This is an optimization exercise on Yosys and OpenROAD, whose aim is small area, a short achievable clock period and few clock cycles per item, not a production implementation.
No run shown here included a check of the RTL's function; only the layout flow was run.
Power and IR drop assume default switching activity.

### design/flow/flow/run.sh
#!/bin/bash
# Standard ORFS layout (the standard.sh), with plain buf_2 port buffers and a
# setup margin so that the repair steps size the logic for a shorter period.
set -euo pipefail
bash standard.sh "BUFFER_PORTS_ARGS=-buffer_cell sky130_fd_sc_hd__buf_2" SETUP_SLACK_MARGIN=8.5 finish > standard.log 2>&1
### design/flow/standard.sh
#!/bin/bash
# synth_recipe.tcl (not shown) runs the flow's synth.tcl, then flattens the netlist and writes it again
# the make line also repeats each setting of config.mk as NAME=value (left out here)
make -C /OpenROAD-flow-scripts/flow DESIGN_CONFIG=/design/flow/config.mk WORK_HOME=/design/flow/orfs CLKGATE_MAP_FILE= SYNTH_SCRIPT=/design/flow/synth_recipe.tcl "${@:-finish}"
### design/flow/config.mk
export PLATFORM = sky130hd
export DESIGN_NAME = ALU_top
export DESIGN_NICKNAME = ALU_top
export VERILOG_FILES = /design/flow/design.v
export SDC_FILE = /design/flow/constraint.sdc
export NUM_CORES = 4
export LEC_CHECK = 0
export ABC_AREA = 1
export CAP_MARGIN = 20
export CORE_MARGIN = 2
export CORE_UTILIZATION = 40
export SLEW_MARGIN = 20
### design/flow/constraint.sdc
create_clock -name core_clock -period 14.0 [get_ports {soc_clk}]
set_input_delay 2.8000 -clock core_clock [delete_from_list [all_inputs] [get_ports {soc_clk}]]
set_output_delay 2.8000 -clock core_clock [all_outputs]
set_load 0.01 [all_outputs]
### design/flow/design.v
module ALU_top(
    input soc_clk,
    input reset,
    input [31:0] ALU_dat1,
    input [31:0] ALU_dat2,
    input [5:0] Instruction_from_CU,
    output ALU_overflow,
    output ALU_con_met,
    output ALU_zero,
    output ALU_err,
    output ALU_ready,
    output [31:0] ALU_out,
    output ALU_accept
);
    reg busy;
    always @(posedge soc_clk) begin
        if (reset) busy <= 1'b0;
        else       busy <= ~busy;
    end
    assign ALU_accept = ~busy;
    assign ALU_ready  = busy;
    assign ALU_err    = 1'b0;
    wire [31:0] a = ALU_dat1;
    wire [31:0] b = ALU_dat2;
    wire [5:0]  c = Instruction_from_CU;
    wire is_beq  = (c == 6'd4);
    wire is_bne  = (c == 6'd5);
    wire is_blt  = (c == 6'd6);
    wire is_bge  = (c == 6'd7);
    wire is_bltu = (c == 6'd8);
    wire is_bgeu = (c == 6'd9);
    wire is_add  = (c == 6'd18) | (c == 6'd27);
    wire is_sub  = (c == 6'd28);
    wire is_sll  = (c == 6'd24) | (c == 6'd29);
    wire is_srl  = (c == 6'd25) | (c == 6'd33);
    wire is_sra  = (c == 6'd26) | (c == 6'd34);
    wire is_slt  = (c == 6'd19) | (c == 6'd30);
    wire is_sltu = (c == 6'd20) | (c == 6'd31);
    wire is_xor  = (c == 6'd21) | (c == 6'd32);
    wire is_or   = (c == 6'd22) | (c == 6'd35);
    wire is_and  = (c == 6'd23) | (c == 6'd36);
    wire do_sub = ~c[5] & (~c[4] | (c[3] & c[2]) | (~c[3] & ~c[2] & c[1] & c[0]) |
                           (~c[3] & c[2] & ~c[1] & ~c[0]));
    wire [31:0] bx = b ^ {32{do_sub}};
    wire [31:0] p  = a ^ bx;
    wire [31:0] g  = a & bx;
    wire [31:0] G0 = {g[31:1], g[0] | (p[0] & do_sub)};
    wire [31:0] P0 = p;
    wire [31:0] G1, P1;
    assign G1[0] = G0[0];
    assign P1[0] = P0[0];
    assign G1[1] = G0[1] | (P0[1] & G0[0]);
    assign P1[1] = P0[1] & P0[0];
    assign G1[2] = G0[2];
    assign P1[2] = P0[2];
    assign G1[3] = G0[3] | (P0[3] & G0[2]);
    assign P1[3] = P0[3] & P0[2];
    assign G1[4] = G0[4];
    assign P1[4] = P0[4];
    assign G1[5] = G0[5] | (P0[5] & G0[4]);
    assign P1[5] = P0[5] & P0[4];
    assign G1[6] = G0[6];
    assign P1[6] = P0[6];
    assign G1[7] = G0[7] | (P0[7] & G0[6]);
    assign P1[7] = P0[7] & P0[6];
    assign G1[8] = G0[8];
    assign P1[8] = P0[8];
    assign G1[9] = G0[9] | (P0[9] & G0[8]);
    assign P1[9] = P0[9] & P0[8];
    assign G1[10] = G0[10];
    assign P1[10] = P0[10];
    assign G1[11] = G0[11] | (P0[11] & G0[10]);
    assign P1[11] = P0[11] & P0[10];
    assign G1[12] = G0[12];
    assign P1[12] = P0[12];
    assign G1[13] = G0[13] | (P0[13] & G0[12]);
    assign P1[13] = P0[13] & P0[12];
    assign G1[14] = G0[14];
    assign P1[14] = P0[14];
    assign G1[15] = G0[15] | (P0[15] & G0[14]);
    assign P1[15] = P0[15] & P0[14];
    assign G1[16] = G0[16];
    assign P1[16] = P0[16];
    assign G1[17] = G0[17] | (P0[17] & G0[16]);
    assign P1[17] = P0[17] & P0[16];
    assign G1[18] = G0[18];
    assign P1[18] = P0[18];
    assign G1[19] = G0[19] | (P0[19] & G0[18]);
    assign P1[19] = P0[19] & P0[18];
    assign G1[20] = G0[20];
    assign P1[20] = P0[20];
    assign G1[21] = G0[21] | (P0[21] & G0[20]);
    assign P1[21] = P0[21] & P0[20];
    assign G1[22] = G0[22];
    assign P1[22] = P0[22];
    assign G1[23] = G0[23] | (P0[23] & G0[22]);
    assign P1[23] = P0[23] & P0[22];
    assign G1[24] = G0[24];
    assign P1[24] = P0[24];
    assign G1[25] = G0[25] | (P0[25] & G0[24]);
    assign P1[25] = P0[25] & P0[24];
    assign G1[26] = G0[26];
    assign P1[26] = P0[26];
    assign G1[27] = G0[27] | (P0[27] & G0[26]);
    assign P1[27] = P0[27] & P0[26];
    assign G1[28] = G0[28];
    assign P1[28] = P0[28];
    assign G1[29] = G0[29] | (P0[29] & G0[28]);
    assign P1[29] = P0[29] & P0[28];
    assign G1[30] = G0[30];
    assign P1[30] = P0[30];
    assign G1[31] = G0[31] | (P0[31] & G0[30]);
    assign P1[31] = P0[31] & P0[30];
    wire [31:0] G2, P2;
    assign G2[0] = G1[0];
    assign P2[0] = P1[0];
    assign G2[1] = G1[1];
    assign P2[1] = P1[1];
    assign G2[2] = G1[2] | (P1[2] & G1[1]);
    assign P2[2] = P1[2] & P1[1];
    assign G2[3] = G1[3] | (P1[3] & G1[1]);
    assign P2[3] = P1[3] & P1[1];
    assign G2[4] = G1[4];
    assign P2[4] = P1[4];
    assign G2[5] = G1[5];
    assign P2[5] = P1[5];
    assign G2[6] = G1[6] | (P1[6] & G1[5]);
    assign P2[6] = P1[6] & P1[5];
    assign G2[7] = G1[7] | (P1[7] & G1[5]);
    assign P2[7] = P1[7] & P1[5];
    assign G2[8] = G1[8];
    assign P2[8] = P1[8];
    assign G2[9] = G1[9];
    assign P2[9] = P1[9];
    assign G2[10] = G1[10] | (P1[10] & G1[9]);
    assign P2[10] = P1[10] & P1[9];
    assign G2[11] = G1[11] | (P1[11] & G1[9]);
    assign P2[11] = P1[11] & P1[9];
    assign G2[12] = G1[12];
    assign P2[12] = P1[12];
    assign G2[13] = G1[13];
    assign P2[13] = P1[13];
    assign G2[14] = G1[14] | (P1[14] & G1[13]);
    assign P2[14] = P1[14] & P1[13];
    assign G2[15] = G1[15] | (P1[15] & G1[13]);
    assign P2[15] = P1[15] & P1[13];
    assign G2[16] = G1[16];
    assign P2[16] = P1[16];
    assign G2[17] = G1[17];
    assign P2[17] = P1[17];
    assign G2[18] = G1[18] | (P1[18] & G1[17]);
    assign P2[18] = P1[18] & P1[17];
    assign G2[19] = G1[19] | (P1[19] & G1[17]);
    assign P2[19] = P1[19] & P1[17];
    assign G2[20] = G1[20];
    assign P2[20] = P1[20];
    assign G2[21] = G1[21];
    assign P2[21] = P1[21];
    assign G2[22] = G1[22] | (P1[22] & G1[21]);
    assign P2[22] = P1[22] & P1[21];
    assign G2[23] = G1[23] | (P1[23] & G1[21]);
    assign P2[23] = P1[23] & P1[21];
    assign G2[24] = G1[24];
    assign P2[24] = P1[24];
    assign G2[25] = G1[25];
    assign P2[25] = P1[25];
    assign G2[26] = G1[26] | (P1[26] & G1[25]);
    assign P2[26] = P1[26] & P1[25];
    assign G2[27] = G1[27] | (P1[27] & G1[25]);
    assign P2[27] = P1[27] & P1[25];
    assign G2[28] = G1[28];
    assign P2[28] = P1[28];
    assign G2[29] = G1[29];
    assign P2[29] = P1[29];
    assign G2[30] = G1[30] | (P1[30] & G1[29]);
    assign P2[30] = P1[30] & P1[29];
    assign G2[31] = G1[31] | (P1[31] & G1[29]);
    assign P2[31] = P1[31] & P1[29];
    wire [31:0] G3, P3;
    assign G3[0] = G2[0];
    assign P3[0] = P2[0];
    assign G3[1] = G2[1];
    assign P3[1] = P2[1];
    assign G3[2] = G2[2];
    assign P3[2] = P2[2];
    assign G3[3] = G2[3];
    assign P3[3] = P2[3];
    assign G3[4] = G2[4] | (P2[4] & G2[3]);
    assign P3[4] = P2[4] & P2[3];
    assign G3[5] = G2[5] | (P2[5] & G2[3]);
    assign P3[5] = P2[5] & P2[3];
    assign G3[6] = G2[6] | (P2[6] & G2[3]);
    assign P3[6] = P2[6] & P2[3];
    assign G3[7] = G2[7] | (P2[7] & G2[3]);
    assign P3[7] = P2[7] & P2[3];
    assign G3[8] = G2[8];
    assign P3[8] = P2[8];
    assign G3[9] = G2[9];
    assign P3[9] = P2[9];
    assign G3[10] = G2[10];
    assign P3[10] = P2[10];
    assign G3[11] = G2[11];
    assign P3[11] = P2[11];
    assign G3[12] = G2[12] | (P2[12] & G2[11]);
    assign P3[12] = P2[12] & P2[11];
    assign G3[13] = G2[13] | (P2[13] & G2[11]);
    assign P3[13] = P2[13] & P2[11];
    assign G3[14] = G2[14] | (P2[14] & G2[11]);
    assign P3[14] = P2[14] & P2[11];
    assign G3[15] = G2[15] | (P2[15] & G2[11]);
    assign P3[15] = P2[15] & P2[11];
    assign G3[16] = G2[16];
    assign P3[16] = P2[16];
    assign G3[17] = G2[17];
    assign P3[17] = P2[17];
    assign G3[18] = G2[18];
    assign P3[18] = P2[18];
    assign G3[19] = G2[19];
    assign P3[19] = P2[19];
    assign G3[20] = G2[20] | (P2[20] & G2[19]);
    assign P3[20] = P2[20] & P2[19];
    assign G3[21] = G2[21] | (P2[21] & G2[19]);
    assign P3[21] = P2[21] & P2[19];
    assign G3[22] = G2[22] | (P2[22] & G2[19]);
    assign P3[22] = P2[22] & P2[19];
    assign G3[23] = G2[23] | (P2[23] & G2[19]);
    assign P3[23] = P2[23] & P2[19];
    assign G3[24] = G2[24];
    assign P3[24] = P2[24];
    assign G3[25] = G2[25];
    assign P3[25] = P2[25];
    assign G3[26] = G2[26];
    assign P3[26] = P2[26];
    assign G3[27] = G2[27];
    assign P3[27] = P2[27];
    assign G3[28] = G2[28] | (P2[28] & G2[27]);
    assign P3[28] = P2[28] & P2[27];
    assign G3[29] = G2[29] | (P2[29] & G2[27]);
    assign P3[29] = P2[29] & P2[27];
    assign G3[30] = G2[30] | (P2[30] & G2[27]);
    assign P3[30] = P2[30] & P2[27];
    assign G3[31] = G2[31] | (P2[31] & G2[27]);
    assign P3[31] = P2[31] & P2[27];
    wire [31:0] G4, P4;
    assign G4[0] = G3[0];
    assign P4[0] = P3[0];
    assign G4[1] = G3[1];
    assign P4[1] = P3[1];
    assign G4[2] = G3[2];
    assign P4[2] = P3[2];
    assign G4[3] = G3[3];
    assign P4[3] = P3[3];
    assign G4[4] = G3[4];
    assign P4[4] = P3[4];
    assign G4[5] = G3[5];
    assign P4[5] = P3[5];
    assign G4[6] = G3[6];
    assign P4[6] = P3[6];
    assign G4[7] = G3[7];
    assign P4[7] = P3[7];
    assign G4[8] = G3[8] | (P3[8] & G3[7]);
    assign P4[8] = P3[8] & P3[7];
    assign G4[9] = G3[9] | (P3[9] & G3[7]);
    assign P4[9] = P3[9] & P3[7];
    assign G4[10] = G3[10] | (P3[10] & G3[7]);
    assign P4[10] = P3[10] & P3[7];
    assign G4[11] = G3[11] | (P3[11] & G3[7]);
    assign P4[11] = P3[11] & P3[7];
    assign G4[12] = G3[12] | (P3[12] & G3[7]);
    assign P4[12] = P3[12] & P3[7];
    assign G4[13] = G3[13] | (P3[13] & G3[7]);
    assign P4[13] = P3[13] & P3[7];
    assign G4[14] = G3[14] | (P3[14] & G3[7]);
    assign P4[14] = P3[14] & P3[7];
    assign G4[15] = G3[15] | (P3[15] & G3[7]);
    assign P4[15] = P3[15] & P3[7];
    assign G4[16] = G3[16];
    assign P4[16] = P3[16];
    assign G4[17] = G3[17];
    assign P4[17] = P3[17];
    assign G4[18] = G3[18];
    assign P4[18] = P3[18];
    assign G4[19] = G3[19];
    assign P4[19] = P3[19];
    assign G4[20] = G3[20];
    assign P4[20] = P3[20];
    assign G4[21] = G3[21];
    assign P4[21] = P3[21];
    assign G4[22] = G3[22];
    assign P4[22] = P3[22];
    assign G4[23] = G3[23];
    assign P4[23] = P3[23];
    assign G4[24] = G3[24] | (P3[24] & G3[23]);
    assign P4[24] = P3[24] & P3[23];
    assign G4[25] = G3[25] | (P3[25] & G3[23]);
    assign P4[25] = P3[25] & P3[23];
    assign G4[26] = G3[26] | (P3[26] & G3[23]);
    assign P4[26] = P3[26] & P3[23];
    assign G4[27] = G3[27] | (P3[27] & G3[23]);
    assign P4[27] = P3[27] & P3[23];
    assign G4[28] = G3[28] | (P3[28] & G3[23]);
    assign P4[28] = P3[28] & P3[23];
    assign G4[29] = G3[29] | (P3[29] & G3[23]);
    assign P4[29] = P3[29] & P3[23];
    assign G4[30] = G3[30] | (P3[30] & G3[23]);
    assign P4[30] = P3[30] & P3[23];
    assign G4[31] = G3[31] | (P3[31] & G3[23]);
    assign P4[31] = P3[31] & P3[23];
    wire [31:0] G5, P5;
    assign G5[0] = G4[0];
    assign P5[0] = P4[0];
    assign G5[1] = G4[1];
    assign P5[1] = P4[1];
    assign G5[2] = G4[2];
    assign P5[2] = P4[2];
    assign G5[3] = G4[3];
    assign P5[3] = P4[3];
    assign G5[4] = G4[4];
    assign P5[4] = P4[4];
    assign G5[5] = G4[5];
    assign P5[5] = P4[5];
    assign G5[6] = G4[6];
    assign P5[6] = P4[6];
    assign G5[7] = G4[7];
    assign P5[7] = P4[7];
    assign G5[8] = G4[8];
    assign P5[8] = P4[8];
    assign G5[9] = G4[9];
    assign P5[9] = P4[9];
    assign G5[10] = G4[10];
    assign P5[10] = P4[10];
    assign G5[11] = G4[11];
    assign P5[11] = P4[11];
    assign G5[12] = G4[12];
    assign P5[12] = P4[12];
    assign G5[13] = G4[13];
    assign P5[13] = P4[13];
    assign G5[14] = G4[14];
    assign P5[14] = P4[14];
    assign G5[15] = G4[15];
    assign P5[15] = P4[15];
    assign G5[16] = G4[16] | (P4[16] & G4[15]);
    assign P5[16] = P4[16] & P4[15];
    assign G5[17] = G4[17] | (P4[17] & G4[15]);
    assign P5[17] = P4[17] & P4[15];
    assign G5[18] = G4[18] | (P4[18] & G4[15]);
    assign P5[18] = P4[18] & P4[15];
    assign G5[19] = G4[19] | (P4[19] & G4[15]);
    assign P5[19] = P4[19] & P4[15];
    assign G5[20] = G4[20] | (P4[20] & G4[15]);
    assign P5[20] = P4[20] & P4[15];
    assign G5[21] = G4[21] | (P4[21] & G4[15]);
    assign P5[21] = P4[21] & P4[15];
    assign G5[22] = G4[22] | (P4[22] & G4[15]);
    assign P5[22] = P4[22] & P4[15];
    assign G5[23] = G4[23] | (P4[23] & G4[15]);
    assign P5[23] = P4[23] & P4[15];
    assign G5[24] = G4[24] | (P4[24] & G4[15]);
    assign P5[24] = P4[24] & P4[15];
    assign G5[25] = G4[25] | (P4[25] & G4[15]);
    assign P5[25] = P4[25] & P4[15];
    assign G5[26] = G4[26] | (P4[26] & G4[15]);
    assign P5[26] = P4[26] & P4[15];
    assign G5[27] = G4[27] | (P4[27] & G4[15]);
    assign P5[27] = P4[27] & P4[15];
    assign G5[28] = G4[28] | (P4[28] & G4[15]);
    assign P5[28] = P4[28] & P4[15];
    assign G5[29] = G4[29] | (P4[29] & G4[15]);
    assign P5[29] = P4[29] & P4[15];
    assign G5[30] = G4[30] | (P4[30] & G4[15]);
    assign P5[30] = P4[30] & P4[15];
    assign G5[31] = G4[31] | (P4[31] & G4[15]);
    assign P5[31] = P4[31] & P4[15];
    wire [31:0] cg = G5;    
    wire        pall = P5[31];    
    wire [31:0] sum = p ^ {cg[30:0], do_sub};
    wire ltu = ~cg[31];                            
    wire lts = (a[31] ^ b[31]) ? a[31] : sum[31];  
    wire eq  = pall;                               
    wire ovf = (a[31] == bx[31]) & (sum[31] != a[31]);
    wire [31:0] a_rev;
    wire [31:0] sh_r, sh_rev;
    genvar gi;
    generate
        for (gi = 0; gi < 32; gi = gi + 1) begin : REV
            assign a_rev[gi]  = a[31-gi];
            assign sh_rev[gi] = sh_r[31-gi];
        end
    endgenerate
    wire [31:0] sh_in = is_sll ? a_rev : a;
    wire        fill  = is_sra & a[31];
    wire [31:0] r0 = b[0] ? {fill, sh_in[31:1]} : sh_in;
    wire [31:0] r1 = b[1] ? {{2{fill}}, r0[31:2]} : r0;
    wire [31:0] r2 = b[2] ? {{4{fill}}, r1[31:4]} : r1;
    wire [31:0] r3 = b[3] ? {{8{fill}}, r2[31:8]} : r2;
    assign sh_r = b[4] ? {{16{fill}}, r3[31:16]} : r3;
    wire        sel_sum = is_add | is_sub;
    wire [31:0] res_o =
        ({32{is_sll}} & sh_rev) |
        ({32{is_srl | is_sra}} & sh_r) |
        ({32{is_xor | is_or}} & p) |
        ({32{is_and | is_or}} & g);
    wire [31:0] cin_v = {cg[30:0], do_sub};
    wire [31:0] res0 = res_o | ({32{sel_sum}} & p);
    wire [31:0] res1 = res_o | ({32{sel_sum}} & ~p);
    wire [31:0] res;
    generate
        for (gi = 0; gi < 32; gi = gi + 1) begin : RES
            if (gi == 0) begin : B0
                assign res[gi] = (cin_v[gi] ? res1[gi] : res0[gi]) | slt_bit;
            end else begin : BN
                assign res[gi] = cin_v[gi] ? res1[gi] : res0[gi];
            end
        end
    endgenerate
    wire sdiff = a[31] ^ b[31];
    wire lts0  = sdiff ? a[31] : p[31];     
    wire lts1  = sdiff ? a[31] : ~p[31];    
    wire slt_bit = (cg[31] ? 1'b0 : is_sltu) | (cg[30] ? (is_slt & lts1) : (is_slt & lts0));
    wire cm_u  = cg[31] ? is_bgeu : is_bltu;
    wire cm_s  = cg[30] ? ((is_blt & lts1) | (is_bge & ~lts1)) : ((is_blt & lts0) | (is_bge & ~lts0));
    wire cm    = (is_beq & eq) | (is_bne & ~eq) | cm_u | cm_s;
    reg [31:0] out_r;
    reg        ovf_r, cm_r;
    always @(posedge soc_clk) begin
        out_r <= res;
        ovf_r <= (is_add | is_sub) & ovf;
        cm_r  <= cm;
    end
    assign ALU_out      = out_r;
    assign ALU_overflow = ovf_r;
    assign ALU_con_met  = cm_r;
    assign ALU_zero     = ~|out_r;
endmodule
==> results of run 1 <==
[power breakdown]
group | internal, mW | leakage (nW) | total [mW] | switching (mW)
Sequential | 0.110 | 0.287 | 0.115 | 0.00521
Clock | 0.0694 | 0.0727 | 0.109 | 0.0398
Combinational | 0.120 | 3.46 | 0.329 | 0.209
Total | 0.300 | 3.82 | 0.553 | 0.254
[cells in the final DEF (no fill, tap or decap), drive strengths merged, types with 24 or more instances in the layout]
cell type / count
a21oi: 44
xnor2: 26
dfxtp: 35
buf: 154
ha: 32
o21ai: 70
nand2: 331
inv: 91
nand3: 240
nor2: 63
o211ai: 24
[sequential cells by signal (all words and copies together) (netlist names)]
register,cells
out_r,32
ovf_r,1
cm_r,1
busy,1
[through the flow]
step	cells	area [sq um]	setup slack [ps]	hold WS (ps)
after CTS	1365	6964	8511	426.5
after detailed placement	1352	6699	7592	419.2
after global placement	1352	6699	7686	412.3
final	1406	7606	8606	422.4
after floorplan	1109	6165	8613	453.7
after global routing	1406	7606	8436	444.3
[what timing repair did]
item,4_1_cts,5_1_grt
cloned,3,4
setup buffers,3,37
endpoints found under the setup margin,31,24
resized for setup,19,65
pin swaps,3,30
[worst min-delay path by stage]
| stage | end | slack [ps] | cells past startpoint |
|---|---|---|---|
| after CTS | busy$_SDFF_PP0_ | 430 | 1 |
| after floorplan | busy$_SDFF_PP0_ | 450 | 1 |
| final | busy$_SDFF_PP0_ | 420 | 1 |
| after global routing | busy$_SDFF_PP0_ | 440 | 1 |
| after global placement | busy$_SDFF_PP0_ | 410 | 1 |
| after detailed placement | busy$_SDFF_PP0_ | 420 | 1 |
[layout make-up]
class	instances	area, sq um
Tap cell	188	235.2
Clock inverter	1	5.005
Multi-Input combinational cell	919	5172
Fill cell	1608	7540
Timing Repair inverter	3	17.52
Timing Repair Buffer	155	944.7
Clock buffer	6	138.9
Sequential cell	35	700.7
Inverter	99	391.6
[layer usage]
layer | routed length [um] | vias to the layer above | track usage
met2 | 10930 | 372 | 0.4662
li1 | - | 4007 | -
met1 | 10620 | 3644 | 0.3741
met3 | 1822 | 78 | 0.03673
met5 | 0 | - | 0
met4 | 1459 | 0 | 0.1396
[worst max-delay path, delay by kind of cell]
family                     cells  cell delay (ps)
AOI/OAI and AO/OA              1               60
xor gates and xnor gates       1              150
adders and majority gates      1              340
buffers and inverters          5              590
and+or+nand+nor               13             1590
[cells by family (layout without fill, tap and decap cells)]
logic type	after synthesis	count (layout)	synth area share
AND/OR/NAND/NOR	673	677	0.4904
AO/OA/AOI/OAI	177	177	0.1758
buffers and inverters	159	264	0.1088
flip-flops	35	35	0.1137
adder cells (fa/ha/maj)	32	32	0.06495
XOR/XNOR	30	30	0.04262
multiplexers	2	2	0.003248
other	1	1	0.0006083
==> results.sh, run 1 <==
export IMPL_run_status="no timing/DRC/antenna violations"
export IMPL_die_span_in_x_um=128.1
export IMPL_drt_initial_drc_count=784
export IMPL_fin_worst_skew_ps=0
export IMPL_post_synth_num_cell_types=50
export IMPL_design_power_total_mw=0.5533
export IMPL_buffers_added_on_ports=108
export IMPL_critical_path_slowest_cell="sky130_fd_sc_hd__ha_1"
export IMPL_rel_slew_slack=0.3967
export IMPL_cts_root_buf="sky130_fd_sc_hd__clkbuf_16"
export IMPL_layout_core_utilization=0.5022
export IMPL_arrival_ps=5560
export IMPL_r2r_worst_path_cells=1
export IMPL_drv_slew=0
export IMPL_routed_via_density=5.762
export IMPL_overflow=0
export IMPL_detail_route_antenna_nets=0
export IMPL_clk_latency_ps=280
export IMPL_synth_largest_area_cell="sky130_fd_sc_hd__nand3_1"
export IMPL_drc=0
export IMPL_crit_required_ps=14170
export IMPL_syn2layout_area_growth_pct=23.38
export IMPL_clock_sinks=35
export IMPL_netlist_top_cells_count="sky130_fd_sc_hd__nand2_1, sky130_fd_sc_hd__nand3_1, sky130_fd_sc_hd__inv_1, sky130_fd_sc_hd__nor2_1, sky130_fd_sc_hd__a21oi_1"
export IMPL_regToRegStartpoint="busy$_SDFF_PP0_"
export IMPL_timing_limited_maximum_frequency_mhz=185.4
export IMPL_io_pin_count=110
export IMPL_fp_coreArea_sq_um=15150
export IMPL_number_of_standard_cells_after_synthesis=1109
export IMPL_antenna_cells_inserted=0
export IMPL_share_of_layout_cells_above_drive_strength_1=0.2143
export IMPL_holdCritPathClass="flip-flop to flip-flop"
export IMPL_total_via_count_after_detailed_routing=8101
export IMPL_startpoint="Instruction_from_CU[2]"
export IMPL_setup_viol_count_final=0
export IMPL_worstSetupEndpointType="flip-flop"
export IMPL_postSynthRegisterBits=35
export IMPL_fp_row_count=45
export IMPL_cpPeakStageDelay_ps=340
export IMPL_grt_antenna_before_repair=0
export IMPL_synth_sequential_area_ratio=0.1137
export IMPL_reg2reg_slack_ps=13520
export IMPL_synth_top_cells_by_area="sky130_fd_sc_hd__nand3_1, sky130_fd_sc_hd__nand2_1, sky130_fd_sc_hd__dfxtp_1, sky130_fd_sc_hd__ha_1, sky130_fd_sc_hd__inv_1"
export IMPL_totalWireLength_mm=24.83
export IMPL_worst_path_maximum_fanout=9
export IMPL_worst_slew_pin_slew_ps=899.4
export IMPL_timing_rr_end="busy$_SDFF_PP0_"
export IMPL_cts_htree_levels=2
export IMPL_syn_num_nets=1213
export IMPL_vias_in_the_first_global_route=7209
export IMPL_finalNetCount=1322
export IMPL_finalCritPeriodShare=0.3853
export IMPL_yosys_warnings=1
export IMPL_top_flip_flop_cell_by_instance_count_after_synthesis="sky130_fd_sc_hd__dfxtp_1"
export IMPL_synth_top_cell_area_share=0.1924
export IMPL_peakVddDrop_v=0.00004999
export IMPL_clockBufferDepth=2
export IMPL_die_area_sq_um=16420
export IMPL_totalNegativeSetupSlack_ps=0
export IMPL_holdCritStartpoint="busy$_SDFF_PP0_"
export IMPL_grt_start_max_net_pins=76
export IMPL_cts_tree="done"
export IMPL_global_route_wire_length_before_repair_mm=37.30
export IMPL_first_pass_iters=5
export IMPL_wl_per_cell_um=17.66
export IMPL_worst_setup_hold_path_clk_slew_ps=60
export IMPL_ordered_list_of_cells_on_the_worst_path="clkbuf_4, inv_2, nor2_4, nand2_4, nand3_4, nand2_8, buf_4, xnor2_2, ha_1, inv_1, nor3_2, nand2_2, nand2_4, nand2_2, nand2_4, buf_6, nand3_4, nand2_4, nand2_1, o21ai_2, nand3_1"
export IMPL_final_wtd_congestion=0.9837
export IMPL_timing_hold_violations_final=0
export IMPL_groute_usage_overall=0.2865
export IMPL_start_util=0.4070
export IMPL_crit_type="input pin to flip-flop"
export IMPL_critical_path_most_common_cell="sky130_fd_sc_hd__nand2_4"
export IMPL_static_leakage_power_nw=3.823
export IMPL_mappedNetlistArea_sq_um=6165
export IMPL_crit_path_end="cm_r$_DFF_P_"
export IMPL_max_cap_violations=0
export IMPL_finalCriticalPeriod_ps=5394
export IMPL_avgSynthCellArea_sq_um=5.559
export IMPL_p_per_area_nw_per_um2=72.75
export IMPL_die_height_um=128.1
export IMPL_unrepaired_setup_endpoints_after_global_routing="no"
export IMPL_post_synth_top_count_cell="sky130_fd_sc_hd__nand2_1"
export IMPL_post_cts_hold_buffer_count=0
export IMPL_critical_path_startpoint_type="input pin"
export IMPL_numCtsBuffers=5
export IMPL_dp_final_hpwl_mm=17.97
export IMPL_synth_async_sr_flop_share=0
export IMPL_synth_edff_count=0
==> run 2, diff against run 1 <==
--- a/design/flow/design.v
+++ b/design/flow/design.v
@@ -44,3 +44,4 @@
     wire [31:0] bx = b ^ {32{do_sub}};
-    wire [31:0] p  = a ^ bx;
+    wire [31:0] x  = a ^ b;
+    wire [31:0] p  = x ^ {32{do_sub}};
     wire [31:0] g  = a & bx;
==> design/flow/flow/run.sh (replaced) <==
#!/bin/bash
# Standard ORFS layout (the standard.sh), with plain buf_2 port buffers and a
# setup margin so that the repair steps size the logic for a shorter period.
set -euo pipefail
bash standard.sh "BUFFER_PORTS_ARGS=-buffer_cell sky130_fd_sc_hd__buf_2" SETUP_SLACK_MARGIN=8.0 finish > standard.log 2>&1
--- a/design/flow/config.mk
+++ b/design/flow/config.mk
@@ -10,3 +10,3 @@
 export CORE_MARGIN = 2
-export CORE_UTILIZATION = 40
+export CORE_UTILIZATION = 60
 export SLEW_MARGIN = 20
==> run 2 against run 1 <==
Still clean on timing, DRC and antenna. Register-to-register slack about the same. Sequential power is essentially flat. Wire length grew 6.3%. Maximum frequency decreased by 8.0%. Critical path depth down 6. Flip-flop and latch count stayed put.
==> results.sh, run 2 <==
export IMPL_die_span_in_x_um=111.2
export IMPL_cts_tree="done"
export IMPL_buffers_added_on_ports=108
export IMPL_syn_num_nets=1377
export IMPL_fin_worst_skew_ps=0
export IMPL_finalCriticalPeriod_ps=5865
export IMPL_routed_via_density=6.091
export IMPL_drc=0
export IMPL_crit_type="input pin to flip-flop"
export IMPL_mappedNetlistArea_sq_um=6893
export IMPL_wl_per_cell_um=17.53
export IMPL_post_synth_num_cell_types=49
export IMPL_die_height_um=111.2
export IMPL_overflow=0
export IMPL_synth_async_sr_flop_share=0
export IMPL_run_status="no timing/DRC/antenna violations"
export IMPL_post_synth_fa_ha_maj_area_fraction=0.001815
export IMPL_dp_final_hpwl_mm=20.04
export IMPL_synthSimpleGateAreaFrac=0.5507
export IMPL_yosys_warnings=1
export IMPL_final_area_sq_um=7564
export IMPL_total_via_count_after_detailed_routing=9167
export IMPL_synth_largest_area_cell="sky130_fd_sc_hd__nand2_1"
export IMPL_unrepaired_setup_endpoints_after_global_routing="yes"
export IMPL_drt_initial_drc_count=1159
export IMPL_synth_compound_gate_area_share=0.1352
export IMPL_io_pin_count=110
export IMPL_rel_slew_slack=0.3559
export IMPL_fp_coreArea_sq_um=11320
export IMPL_setup_viol_count_final=0
export IMPL_placed_area_sq_um=7335
export IMPL_design_power_total_mw=0.5296
export IMPL_post_cts_hold_buffer_count=0
export IMPL_layout_cells_most_common_list="sky130_fd_sc_hd__nand2_1, sky130_fd_sc_hd__nand3_1, sky130_fd_sc_hd__inv_1"
export IMPL_finalCritPeriodShare=0.4189
export IMPL_synth_sequential_area_ratio=0.1017
export IMPL_worst_setup_hold_path_clk_slew_ps=50
export IMPL_layout_core_utilization=0.6681
export IMPL_grt_start_max_net_pins=90
export IMPL_worst_path_maximum_fanout=26
export IMPL_static_leakage_power_nw=3.872
export IMPL_critical_path_startpoint_type="input pin"
export IMPL_start_util=0.6089
export IMPL_post_synth_top_count_cell="sky130_fd_sc_hd__nand2_1"
export IMPL_clock_sinks=35
export IMPL_share_of_layout_cells_above_drive_strength_1=0.1322
export IMPL_synth_top_family_by_area="simple AND/OR/NAND/NOR gates"
export IMPL_clk_latency_ps=280
export IMPL_syn2layout_area_growth_pct=9.729
export IMPL_number_of_standard_cells_after_synthesis=1304
export IMPL_worstSetupEndpointType="flip-flop"
export IMPL_avgSynthCellArea_sq_um=5.286
export IMPL_clockBufferDepth=2
export IMPL_timing_limited_maximum_frequency_mhz=170.5
export IMPL_cts_root_buf="sky130_fd_sc_hd__clkbuf_16"
export IMPL_totalNegativeSetupSlack_ps=0
export IMPL_fp_row_count=39
export IMPL_synth_top_cell_area_share=0.2167
export IMPL_layout_commonest_cell="sky130_fd_sc_hd__nand2_1"
export IMPL_synth_top_cells_by_area="sky130_fd_sc_hd__nand2_1, sky130_fd_sc_hd__nand3_1, sky130_fd_sc_hd__dfxtp_1, sky130_fd_sc_hd__inv_1, sky130_fd_sc_hd__nor2_1"
export IMPL_worst_slew_pin_slew_ps=960.2
export IMPL_postSynthRegisterBits=35
export IMPL_netlist_top_cells_count="sky130_fd_sc_hd__nand2_1, sky130_fd_sc_hd__nand3_1, sky130_fd_sc_hd__inv_1, sky130_fd_sc_hd__nor2_1, sky130_fd_sc_hd__o21ai_0"
export IMPL_final_wtd_congestion=1.006
export IMPL_die_area_sq_um=12360
export IMPL_groute_usage_overall=0.4067
export IMPL_p_per_area_nw_per_um2=70.01
export IMPL_drv_slew=0
export IMPL_max_cap_violations=0
export IMPL_holdCritPathClass="flip-flop to flip-flop"
export IMPL_synth_xor_xnor_area_share=0.08913
export IMPL_totalWireLength_mm=26.39
export IMPL_cts_htree_levels=2
export IMPL_top_register="out_r"
export IMPL_synth_edff_count=0
export IMPL_synth_mux_area_fraction=0.001452
export IMPL_largest_register_ffs=32
export IMPL_antenna_cells_inserted=0
export IMPL_global_route_wire_length_before_repair_mm=40.27
export IMPL_numCtsBuffers=5
export IMPL_arrival_ps=6090
export IMPL_timing_hold_violations_final=0
export IMPL_detail_route_antenna_nets=0
export IMPL_finalNetCount=1434
export IMPL_final_fill_count=1185
export IMPL_grt_antenna_before_repair=0
export IMPL_first_pass_iters=6
export IMPL_top_flip_flop_cell_by_instance_count_after_synthesis="sky130_fd_sc_hd__dfxtp_1"
export IMPL_peakVddDrop_v=0.00008151
export IMPL_crit_required_ps=14230
export IMPL_vias_in_the_first_global_route=7746
[run 2: area by class of cell]
| class | count | area, sq um | area share |
|---|---|---|---|
| multi-input cells | 1071 | 5425 | 0.7173 |
| flip-flops and latches | 35 | 700.7 | 0.09264 |
| repair buffers | 115 | 596.8 | 0.07891 |
| inverters | 133 | 520.5 | 0.06882 |
| well taps | 143 | 178.9 | 0.02366 |
| clock buffers | 6 | 128.9 | 0.01704 |
| clock inverters | 2 | 12.51 | 0.001654 |
[run 2: final timing paths]
check,start,end,slack (ps),cells past startpoint
worst max-delay path,Instruction_from_CU[5],out_r[0]$_DFF_P_,8130,15
worst max register to register,busy$_SDFF_PP0_,busy$_SDFF_PP0_,13510,1
worst min-delay path,busy$_SDFF_PP0_,busy$_SDFF_PP0_,430,1
worst min register to register,busy$_SDFF_PP0_,busy$_SDFF_PP0_,430,1
[run 2: cells by family (layout without fill, tap and decap cells)]
kind of cell | Yosys count | after routing
fa+ha+maj | 1 | 1
buf+inv | 200 | 256
other cells | 1 | 1
xor+xnor | 56 | 56
mux | 1 | 1
compound gates | 162 | 162
flops | 35 | 35
simple gates | 848 | 850
[run 2: layer usage]
layer	global-route usage	vias up	wire length, um	share of wire
li1	-	4440	-	-
met1	0.5434	4019	10430	0.40
met2	0.6431	630	11370	0.43
met3	0.07162	78	3209	0.12
met4	0.1770	0	1381	0.052
met5	0	-	0	0
[run 2: what timing repair did]
| item | 4_1_cts | 5_1_grt |
|---|---|---|
| cloned | 0 | 2 |
| gates resized for setup | 2 | 8 |
| endpoints found under the setup margin | 27 | 34 |
| setup buffers | 0 | 2 |
| pin swaps | 1 | 1 |
[run 2: where the power goes]
part,total [mW],internal (mW),switching [mW]
clock,0.109,0.0656,0.0430
combinational,0.304,0.0972,0.207
sequential,0.117,0.111,0.00590
total,0.530,0.273,0.256
[run 2: critical path: stages]
cell and delay [ps]:
sky130_fd_sc_hd__buf_2 130, sky130_fd_sc_hd__clkinvlp_4 540, sky130_fd_sc_hd__nor2_1 460, sky130_fd_sc_hd__nand3_1 110, sky130_fd_sc_hd__o21ai_0 90, sky130_fd_sc_hd__inv_1 70
sky130_fd_sc_hd__nand3_1 510, sky130_fd_sc_hd__clkinvlp_4 700, sky130_fd_sc_hd__o22ai_1 300, sky130_fd_sc_hd__a21oi_1 70, sky130_fd_sc_hd__nand2_1 80, sky130_fd_sc_hd__inv_1 50
sky130_fd_sc_hd__nand3_1 70, sky130_fd_sc_hd__inv_1 40, sky130_fd_sc_hd__nand2_1 40
[run 2: metrics by stage]
stage,hold slack [ps],std cells,worst slack [ps]
global route,478.7,1505,7864
CTS,444.1,1501,8038
global placement,414.6,1493,7446
finish,432.2,1505,8135
detailed placement,436.5,1493,7364
floorplan,453.7,1304,9078

port drivers added, routing unchanged:
In the flow no input, the clock included, has a driving cell. The finished layouts below were timed again as built, in two steps. Step 1 assumes that a clkbuf_16 drives the clock port and a buf_2 every other input. Step 2 moves the port delays by t, midway between the first and last clock arrival at a register: inputs arrive t later, outputs are due t later. That takes back most of the time a late clock gives input paths. a / b / c = ideal ports / drivers / drivers and shift; a / b = the first two.
run | t (ns) | setup WS [ns] | hold slack, ns | worst setup path at the end | slew at the worst register clock pin (ns)
run 1 | 0.311 | 8.606 / 8.619 / 8.308 | 0.422 / 0.422 / 0.422 | input to register | 0.06 / 0.06
run 2 | 0.324 | 8.135 / 8.156 / 7.832 | 0.432 / 0.432 / 0.432 | input to register | 0.06 / 0.06
After both steps setup and hold are still met in every run listed. The setup slack of run 2, which loses most, moves by +0.021 ns with the drivers and by -0.303 ns with both steps.
